What follows belongs to an exercise in optimizing a design on an open flow for small area, a short achievable clock period and few clock cycles; a production flow would make more cautious choices. Only simulation tests tie the RTL to the original design; equivalence was not proved.

== v58 ==
Design softmax, start of the top module:
module softmax #(parameter
	ARITH_TYPE = 1,
	DATA_WIDTH = 32,
	INTEGER = 10,
	FRACTION = 22,
    E=8,
    M=23 )
    (
input  wire                  clk,
input  wire                  reset,
input  wire                  softmax_enable,
input  wire [DATA_WIDTH-1:0] in1,
input  wire [DATA_WIDTH-1:0] in2,
input  wire [DATA_WIDTH-1:0] in3,
input  wire [DATA_WIDTH-1:0] in4,
input  wire [DATA_WIDTH-1:0] max_input,
output wire [DATA_WIDTH-1:0] softmax_out_1,
output wire [DATA_WIDTH-1:0] softmax_out_2,
output wire [DATA_WIDTH-1:0] softmax_out_3,
output wire [DATA_WIDTH-1:0] softmax_out_4,
output reg                   softmax_output_ready
    );
Size: ~230 flip-flops, about 290 I/O pins, about 35000 sq um of cells after synthesis.
export LEC_CHECK = 0
export ABC_AREA = 1
export CAP_MARGIN = 20
export CORE_MARGIN = 2
export CORE_UTILIZATION = 40
export PLACE_DENSITY = 0.6
export SLEW_MARGIN = 20
export SYNTH_HIERARCHICAL = 1
export SYNTH_MINIMUM_KEEP_SIZE = 0
create_clock -name core_clock -period 15.0 [get_ports {clk}]
standard.sh (not shown) runs the stock make flow with config.mk's settings and CLKGATE_MAP_FILE= SYNTH_SCRIPT=/design/flow/synth_recipe.tcl, a recipe that flattens the netlist after the stock synthesis.
==> flow/flow/run.sh <==
#!/bin/bash
# Layout flow: the standard ORFS flow (standard.sh, unchanged) with two
# settings passed on to make:
#  - BUFFER_PORTS_ARGS: every input and output port still gets its buffer, a
#    buf_1 (the smallest buffer) instead of the cell buffer_ports picks.
# make's full output goes to flow_make.log; ORFS keeps each step's log under
# orfs/logs.
set -euo pipefail
MARGIN=$(cat flow/margin.txt)
bash standard.sh "SETUP_SLACK_MARGIN=$MARGIN" \
  "BUFFER_PORTS_ARGS=-buffer_cell sky130_fd_sc_hd__buf_1" finish > flow_make.log 2>&1
==> flow/flow/margin.txt <==
12
Testbench counts of v58, summed over its fixed seeds: cycles 16,808.
The inputs of v28 differ from those of v58 as listed below.
==> flow/flow/margin.txt <==
10
==> run notes <==
- v28: no failed stages, no open violations at the end
- v58 -> v28: combined area of the multi-input logic cells decreased by a few percent
- [v28] critical path depth rose about 15% relative to v58
- Changes observed in v28 relative to v58: cell count after placement saw little to no change, wire length went down 3600 um, sequential share of layout area picked up an extra 0.39 points.
- The final reports for v28 and v58 show global-route wire length before repair lower in the former.
- v28 packs its core looser than v58.
- Critical path endpoint: s3_d[13] -> v58, s3_d[16] -> v28
- On v28: area overhead of the layout relative to synthesis is 7.8 points lower than what v58 gave.
What v47 does differently from v28 at the input level:
==> flow/flow/margin.txt <==
9
==> comparison <==
Of v28 and v47, the lower post-route minimum period belongs to v28. Side by side, share of cell area taken by multi-input logic gates turned out higher in v47 than in v28. Layout overhead on the synthesized area, v28 and v47: larger value in v28. When the final numbers for v28 and v47 were put side by side, the wire length turned out to be smaller in v47. Across both runs, worst path setup slack after routing was lower for v47 than for v28. The sequential cell area share in v47 sits 0.83 points above the value recorded for v28. Summary of v47 over v28: area of all placed cells without fillers decreased by 8.2% relative to the old numbers, required time at the endpoint of the critical path closely matched the old numbers. Count of clock-net buffers in the final layout went down by a few percent going from v28 to v47.

========
## build 70
Another version of the RTL of softmax (not shown whole).
For scale: ~3,900 cells after synthesis, ~230 flip-flops, roughly 290 I/O pins, roughly 33,000 um^2 of cells after synthesis.
export LEC_CHECK = 0
export ABC_AREA = 1
export CAP_MARGIN = 20
export CORE_MARGIN = 2
export CORE_UTILIZATION = 40
export PLACE_DENSITY = 0.6
export SLEW_MARGIN = 20
export SYNTH_HIERARCHICAL = 1
export SYNTH_MINIMUM_KEEP_SIZE = 0
create_clock -name core_clock -period 15.0 [get_ports {clk}]
==> flow/flow/margin.txt <==
9
Scripts as last shown in full above: flow/flow/run.sh
Testbench counts of build 70, summed over its fixed seeds: cycles 16,808.
--- input diff build 70..build 15 ---
==> flow/flow/margin.txt <==
8.5
Results
Comparing build 70 with build 15, the number of top-level pins came out essentially unchanged.
Going from build 70 to build 15, non-clock buffer count lower, clock buffer and inverter area fraction after layout barely changed.
Compared with build 70, build 15 shows fill cell instance count of the final layout higher by 125.
Build 70 has higher worst slew margin relative to its limit than build 15.
Here is what was changed in the inputs of build 60 compared with build 15.
- ABC_AREA: 1 -> unset
==> flow/flow/margin.txt <==
9
Results
- Each of the runs, namely build 15 and build 60, reached the end of the flow and came out clean.
- Build 60 vs build 15: cell count after placement up by a little under 10%
- Of the two candidates, build 15 has the better worst slack after detailed placement and build 60 the worse one.
- Largest fanout on the critical path ends up lower on build 60.
- Compared with build 15, build 60 ends up with more cell area.
- [compare] base=build 15 new=build 60: average wire per cell in the routed design now sits higher; first-iteration DRC count has increased; number of distinct library cells after synthesis went up; pin count of the biggest net entering global routing +68.
- Against build 15, non-clock buffer count in build 60 rose by more than a quarter.
- Diff build 15..build 60 | initial core utilization | negligible
- For build 15, the leading cell type in the layout, fill and taps excluded was nand2_1, unlike build 60, where it was fa_1.
The inputs of build 75 differ from those of build 60 as listed below.
- an added ABC_AREA of 1
- a change of PLACE_DENSITY from 0.6 to 0.5
- a change of CORE_UTILIZATION from 40 to 30
--- outcome ---
Diff build 60 -> build 75 | total met2 wirelength after detailed routing | decrease of about 7%. Taking build 75 over build 60, the vertical die dimension ratio works out to 1.09. Compared with build 60, in build 75 sequential standard cell area shows a reduction of about 3.5%; routed length on met1 shows a reduction of about 4.4%. Highest layer used for signal routing = met4: build 60; highest layer used for signal routing = met5: build 75.

========
RTL: one of the versions met above, not the one the previous note started from.
For scale: roughly 4,200 cells after synthesis.
// softmax
module softmax #(parameter
	ARITH_TYPE = 1,
	DATA_WIDTH = 32,
	INTEGER = 10,
	FRACTION = 22,
    E=8,
    M=23 )
    (
input  wire                  clk,
input  wire                  reset,
input  wire                  softmax_enable,
input  wire [DATA_WIDTH-1:0] in1,
input  wire [DATA_WIDTH-1:0] in2,
input  wire [DATA_WIDTH-1:0] in3,
input  wire [DATA_WIDTH-1:0] in4,
input  wire [DATA_WIDTH-1:0] max_input,
output wire [DATA_WIDTH-1:0] softmax_out_1,
output wire [DATA_WIDTH-1:0] softmax_out_2,
output wire [DATA_WIDTH-1:0] softmax_out_3,
output wire [DATA_WIDTH-1:0] softmax_out_4,
output reg                   softmax_output_ready
    );
Settings: LEC_CHECK=0, ABC_AREA=1, CAP_MARGIN=20, CORE_MARGIN=2, CORE_UTILIZATION=40, PLACE_DENSITY=0.6, SLEW_MARGIN=20, SYNTH_HIERARCHICAL=1, SYNTH_MINIMUM_KEEP_SIZE=0; clock period 15.0 ns.
==> flow/flow/margin.txt <==
8
Scripts as last shown in full above: flow/flow/run.sh
Testbench counts at the start, summed over its fixed seeds: cycles 16,808.
Then changed:
==> flow/flow/margin.txt (replaced) <==
10
- CORE_UTILIZATION: 40 -> 60
- PLACE_DENSITY: 0.6 -> 0.75
Result:
- The new run finished clean
- wire length climbs by 20%
- global-route usage climbs by 15 points
- non-clock buffer count goes up by 238
- clock skew drops by 5.5 ps
- sequential cell count is unchanged
- count of clock-buffer cells in the layout increases by 3
- register-to-register slack improves by 360 ps
- maximum frequency is higher by about 6%

## separate check: timing with driven ports
The flow's constraints put no driver on any port. The routed layouts listed below were extracted and timed again, unchanged, in two steps.
Step 1 sets driving cells, clkbuf_16 on the clock port and buf_2 on the other inputs (assumed; they add their load-dependent delay and slew).
Step 2, shift: input delay + t, output delay - t, t = (earliest + latest rising clock arrival at the registers) / 2. This alone moves slack from input paths to output paths.
Slacks: ideal / step 1 / step 2; pairs: ideal / step 1.
| run | t, ns | slack for setup (ns) | latest minus earliest clock arrival (ns) | pins driven straight from the clock port |
|---|---|---|---|---|
| v58 | 0.639 | 9.321 / 9.321 / 9.321 | 0.026 / 0.025 | 1 |
| v28 | 0.649 | 9.381 / 9.381 / 9.381 | 0.023 / 0.023 | 1 |
| v47 | 0.637 | 9.097 / 9.097 / 9.097 | 0.039 / 0.039 | 1 |
| build 70 | 0.633 | 9.227 / 9.227 / 9.135 | 0.027 / 0.027 | 1 |
| build 15 | 0.631 | 8.800 / 8.800 / 8.800 | 0.029 / 0.030 | 1 |
| build 60 | 0.641 | 8.229 / 8.229 / 8.229 | 0.023 / 0.024 | 1 |
| build 75 | 0.649 | 9.198 / 9.198 / 9.056 | 0.012 / 0.013 | 1 |
| the first run of note 3 | 0.635 | 8.380 / 8.380 / 8.380 | 0.035 / 0.035 | 1 |
| the second run of note 3 | 0.627 | 8.737 / 8.737 / 8.737 | 0.030 / 0.031 | 1 |
After both steps setup and hold are still met in every run listed. The setup slack of build 75, which loses most, moves by 0.000 ns with the drivers and by -0.142 ns with both steps.
